This design comes from an exercise in tuning for small area and a short achievable clock period on the open sky130 flow, not from production work.
At most, simulation tests tie the RTL to the original design; equivalence was not proved.

Setup of v6:
==> module add_pre, before the edit <==
module add_pre (input as, input [7:0] ae, input [22:0] af,
                input a_zero, input a_inf, input a_nan,
                input [9:0] f0, input [1:0] k, input [31:0] b,
                output sx, output sy, output [7:0] ex, output [22:0] fx,
                output [26:0] sh, output [7:0] d,
                output r_nan, output r_inf, output r_zz, output r_pass);
  wire        sb = b[31];
  wire [7:0]  eb = b[30:23];
  wire [22:0] bf = b[22:0];
  wire        fb_nz = |bf;
  wire        b_max = &eb;
  wire        b_zero = ~|eb & ~fb_nz;
  wire [9:0] p0 = f0 - {2'b0, eb};
  wire [9:0] n0 = {2'b0, eb} - f0;
  wire [9:0] p1 = p0 + 10'd1;
  wire [9:0] p2 = p0 + 10'd2;
  wire [9:0] n1 = n0 - 10'd1;
  wire [9:0] n2 = n0 - 10'd2;
  wire [7:0] d0 = p0[9] ? n0[7:0] : p0[7:0];
  wire [7:0] d1 = p1[9] ? n1[7:0] : p1[7:0];
  wire [7:0] d2 = p2[9] ? n2[7:0] : p2[7:0];
  wire       xa = (k == 2'd0) ? ~p0[9] : (k == 2'd1) ? ~p1[9] : ~p2[9];
  assign d  = (k == 2'd0) ? d0 : (k == 2'd1) ? d1 : d2;
  assign r_nan  = a_nan | (b_max & fb_nz);
  assign r_inf  = ~r_nan & (a_inf | b_max);
  assign r_zz   = ~r_nan & ~r_inf & a_zero & b_zero;
  assign r_pass = ~r_nan & ~r_inf & (a_zero ^ b_zero);
  wire       xs = a_inf | (~b_max & (b_zero | (~a_zero & xa)));
  assign sx = xs ? as : sb;
  assign sy = xs ? sb : as;
  assign ex = xs ? ae : eb;
  assign fx = xs ? af : bf;
  wire [22:0] fy = xs ? bf : af;
  wire [26:0] my  = {1'b1, fy, 3'b000};
  assign sh = (|d[7:5]) ? 27'd0 : (my >> {d[4:3], 3'b000});
endmodule
==> module adder32, before the edit <==
module adder32 (input sx, input sy, input [7:0] ex, input [22:0] fx,
                input [26:0] sh, input [7:0] d,
                input r_nan, input r_inf, input r_zz, input r_pass,
                output reg [31:0] z);
  wire        sub = sx ^ sy;
  wire        a_eq = ~|d & (fx == sh[25:3]);
  wire [26:0] sh1 = sh >> d[2:0];
  wire [26:0] sha = {sh1[26:1], sh1[0] | sh1[1]};
  wire [26:0] mx  = {1'b1, fx, 3'b000};
  wire [27:0] t   = sub ? ({1'b0, mx} - {1'b0, sha}) : ({1'b0, mx} + {1'b0, sha});
  wire        c   = t[27];
  wire        n1  = ~t[27] & ~t[26];
  wire [23:0] mf  = c ? t[27:4] : (n1 ? {t[25:4], t[2], 1'b0} : {t[26:4], t[2]});
  wire        gf  = c ? t[3] : t[2];
  wire        rf  = c ? t[2] : t[1];
  wire        stf = c ? (t[1] | t[0]) : t[0];
  wire        incf = gf & (rf | stf | mf[0]);
  wire        ecf;
  wire [8:0]  exm = {1'b0, ex} - 9'd1;
  wire [8:0]  ex1 = {1'b0, ex} + 9'd1;
  wire [8:0]  ex2 = {1'b0, ex} + 9'd2;
  wire [7:0]  ef0 = c ? ex1[7:0] : (n1 ? exm[7:0] : ex);
  wire [7:0]  ef1 = c ? ex2[7:0] : (n1 ? ex : ex1[7:0]);
  wire        uf0 = ~c & (n1 ? (ex < 8'd2) : (ex == 8'd0));
  wire        uf1 = ~c & n1 & (ex == 8'd0);
  wire        of0 = c & (ex == 8'd254);
  wire        of1 = c ? (ex >= 8'd253) : (~n1 & (ex == 8'd254));
  wire [7:0]  ef  = ecf ? ef1 : ef0;
  wire        uff = ecf ? uf1 : uf0;
  wire        off = ecf ? of1 : of0;
  wire [24:0] xn  = {1'b1, fx, 1'b0};
  wire [24:0] yn  = d[0] ? {1'b0, sh[26:3]} : sh[26:2];
  wire [25:0] t1  = {1'b0, xn} - {1'b0, yn};
  wire [25:0] t2  = {1'b0, yn} - {1'b0, xn};
  wire        neg = t1[25];
  wire [24:0] tn  = neg ? t2[24:0] : t1[24:0];
  wire        sn  = neg ? sy : sx;
  wire [23:0] mn  = {tn[24:2], tn[0]};
  wire [23:0] m1  = {t1[24:2], t1[0]};
  wire [23:0] m2  = {t2[24:2], t2[0]};
  reg  [4:0]  lz1, lz2;
  integer i;
  always @* begin
    lz1 = 5'd24;
    lz2 = 5'd24;
    for (i = 0; i < 24; i = i + 1) begin
      if (m1[i]) lz1 = 5'd23 - i[4:0];
      if (m2[i]) lz2 = 5'd23 - i[4:0];
    end
  end
  wire [4:0]  lz   = neg ? lz2 : lz1;
  wire [23:0] mnn  = mn << lz;
  wire        lz0  = mn[23];
  wire [8:0]  exl  = {1'b0, ex} - {4'd0, lz};
  wire [7:0]  en   = lz0 ? ex : exl[7:0];
  reg  [23:0] topmask;
  integer n;
  always @* begin
    for (n = 0; n < 24; n = n + 1)
      topmask[n] = ({1'b0, ex} > (9'd23 - n));
  end
  wire        ufn  = ~|(mn & topmask) & ((|mn) | (ex < 8'd25));
  wire        ofn  = 1'b0;
  wire        near = sub & ~|d[7:1];
  wire [23:0] mi  = near ? mn : mf;
  wire        ii  = near ? tn[0] : incf;
  wire [23:0] mi1 = mi + {23'd0, ii};
  assign ecf = incf & (mf == 24'hfffffe);
  wire        sr = near ? sn : sx;
  wire [23:0] mr = (near & ~lz0) ? mnn : mi1;
  wire [7:0]  er = near ? en : ef;
  wire        uf = near ? ufn : uff;
  wire        of = near ? ofn : off;
  always @* begin
    if (r_nan)
      z = 32'hffc00000;
    else if (r_inf)
      z = {sx, 8'hff, 23'd0};
    else if (r_zz)
      z = {sx & sy, 31'd0};
    else if (r_pass)
      z = {sx, ex, fx};
    else if (a_eq & sub)
      z = 32'd0;
    else if (uf)
      z = 32'd0;
    else if (of)
      z = {sr, 8'hff, 23'd0};
    else
      z = {sr, er, mr[22:0]};
  end
endmodule
export LEC_CHECK = 0
export CAP_MARGIN = 20
export CORE_MARGIN = 2
export CORE_UTILIZATION = 60
export SLEW_MARGIN = 20
export SYNTH_HIERARCHICAL = 1
export SYNTH_MINIMUM_KEEP_SIZE = 0
create_clock -name core_clock -period 18.0 [get_ports {clk}]
standard.sh (not shown) runs the stock make flow with config.mk's settings and CLKGATE_MAP_FILE= SYNTH_SCRIPT=/design/flow/synth_recipe.tcl, a recipe that flattens the netlist after the stock synthesis.
==> flow/flow/run.sh <==
#!/bin/bash
# The standard layout, with repair_timing asked to keep a setup margin, so that
# the timing repair also works on paths that already meet the 18 ns clock.
set -euo pipefail
MARGIN=$(cat flow/margin.txt)
bash standard.sh SETUP_SLACK_MARGIN=$MARGIN finish > flow_make.log 2>&1
==> flow/flow/margin.txt <==
11
> inputs changed (v6 -> v7)
diff --git a/flow/design.v b/flow/design.v
--- a/flow/design.v
+++ b/flow/design.v
@@ -1677,24 +1677,23 @@
   assign sx = xs ? as : sb;
   assign sy = xs ? sb : as;
   assign ex = xs ? ae : eb;
   assign fx = xs ? af : bf;
   wire [22:0] fy = xs ? bf : af;
   wire [26:0] my  = {1'b1, fy, 3'b000};
-  assign sh = (|d[7:5]) ? 27'd0 : (my >> {d[4:3], 3'b000});
+  wire [26:0] sh0 = ((|d[7:5]) | (d[4:0] > 5'd26)) ? 27'd0 : (my >> d[4:0]);
+  assign sh = {sh0[26:1], sh0[0] | sh0[1]};
 endmodule
 module adder32 (input sx, input sy, input [7:0] ex, input [22:0] fx,
                 input [26:0] sh, input [7:0] d,
                 input r_nan, input r_inf, input r_zz, input r_pass,
                 output reg [31:0] z);
   wire        sub = sx ^ sy;
   wire        a_eq = ~|d & (fx == sh[25:3]);
-  wire [26:0] sh1 = sh >> d[2:0];
-  wire [26:0] sha = {sh1[26:1], sh1[0] | sh1[1]};
   wire [26:0] mx  = {1'b1, fx, 3'b000};
-  wire [27:0] t   = sub ? ({1'b0, mx} - {1'b0, sha}) : ({1'b0, mx} + {1'b0, sha});
+  wire [27:0] t   = sub ? ({1'b0, mx} - {1'b0, sh}) : ({1'b0, mx} + {1'b0, sh});
   wire        c   = t[27];
   wire        n1  = ~t[27] & ~t[26];
   wire [23:0] mf  = c ? t[27:4] : (n1 ? {t[25:4], t[2], 1'b0} : {t[26:4], t[2]});
   wire        gf  = c ? t[3] : t[2];
   wire        rf  = c ? t[2] : t[1];
   wire        stf = c ? (t[1] | t[0]) : t[0];
@@ -1710,13 +1709,13 @@
   wire        of0 = c & (ex == 8'd254);
   wire        of1 = c ? (ex >= 8'd253) : (~n1 & (ex == 8'd254));
   wire [7:0]  ef  = ecf ? ef1 : ef0;
   wire        uff = ecf ? uf1 : uf0;
   wire        off = ecf ? of1 : of0;
   wire [24:0] xn  = {1'b1, fx, 1'b0};
-  wire [24:0] yn  = d[0] ? {1'b0, sh[26:3]} : sh[26:2];
+  wire [24:0] yn  = sh[26:2];
   wire [25:0] t1  = {1'b0, xn} - {1'b0, yn};
   wire [25:0] t2  = {1'b0, yn} - {1'b0, xn};
   wire        neg = t1[25];
   wire [24:0] tn  = neg ? t2[24:0] : t1[24:0];
   wire        sn  = neg ? sy : sx;
   wire [23:0] mn  = {tn[24:2], tn[0]};
[summary]
- Across v6 and v7, the outcome is the same: a clean finish for every run.
- v7 -> v6: count of max-cap constraint violations delta 0, exact match
- v7 vs v6: register-to-register path setup slack down in v7
- Count of standard-cell rows (lower): v7
- Against v6, v7 reports a final non-filler cell total that is lower.
- v7: area growth from synthesis to final layout is 0.29 points higher than what v6 reported.
Only the layout flow was run in v6; the RTL was not checked for function there.

-- what the ideal ports hide --
The flow's constraints put no driver on any port. The routed layouts listed below were extracted and timed again, unchanged, in two steps. Step 1 (the two cells are an assumption about what drives the block):
set clk [get_ports {clk}]
set_driving_cell -lib_cell sky130_fd_sc_hd__clkbuf_16 $clk
set_driving_cell -lib_cell sky130_fd_sc_hd__buf_2 [delete_from_list [all_inputs] $clk]
Step 2 adds t to the input delays and takes it off the output delays; t is the mean of the earliest and latest rising clock arrival at the registers after step 1. Input paths then give back, and output paths get back, about the clock's delay inside the block. Three values: no drivers, after step 1, after step 2; two values: the first two.
| run | shift t [ns] | slack for setup (ns) | worst hold slack (ns) | slew at the worst register clock pin (ns) | pins driven straight from the clock port |
|---|---|---|---|---|---|
| v6 | 0.661 | 11.023 / 11.058 / 10.397 | 0.617 / 0.617 / 0.617 | 0.07 / 0.07 | 1 |
| v7 | 0.661 | 10.867 / 10.912 / 10.251 | 0.646 / 0.646 / 0.646 | 0.07 / 0.07 | 1 |
After both steps setup and hold are still met in every run listed. For v6, which loses most, drivers alone change the setup slack by +0.035 ns; drivers and shift together by -0.626 ns.
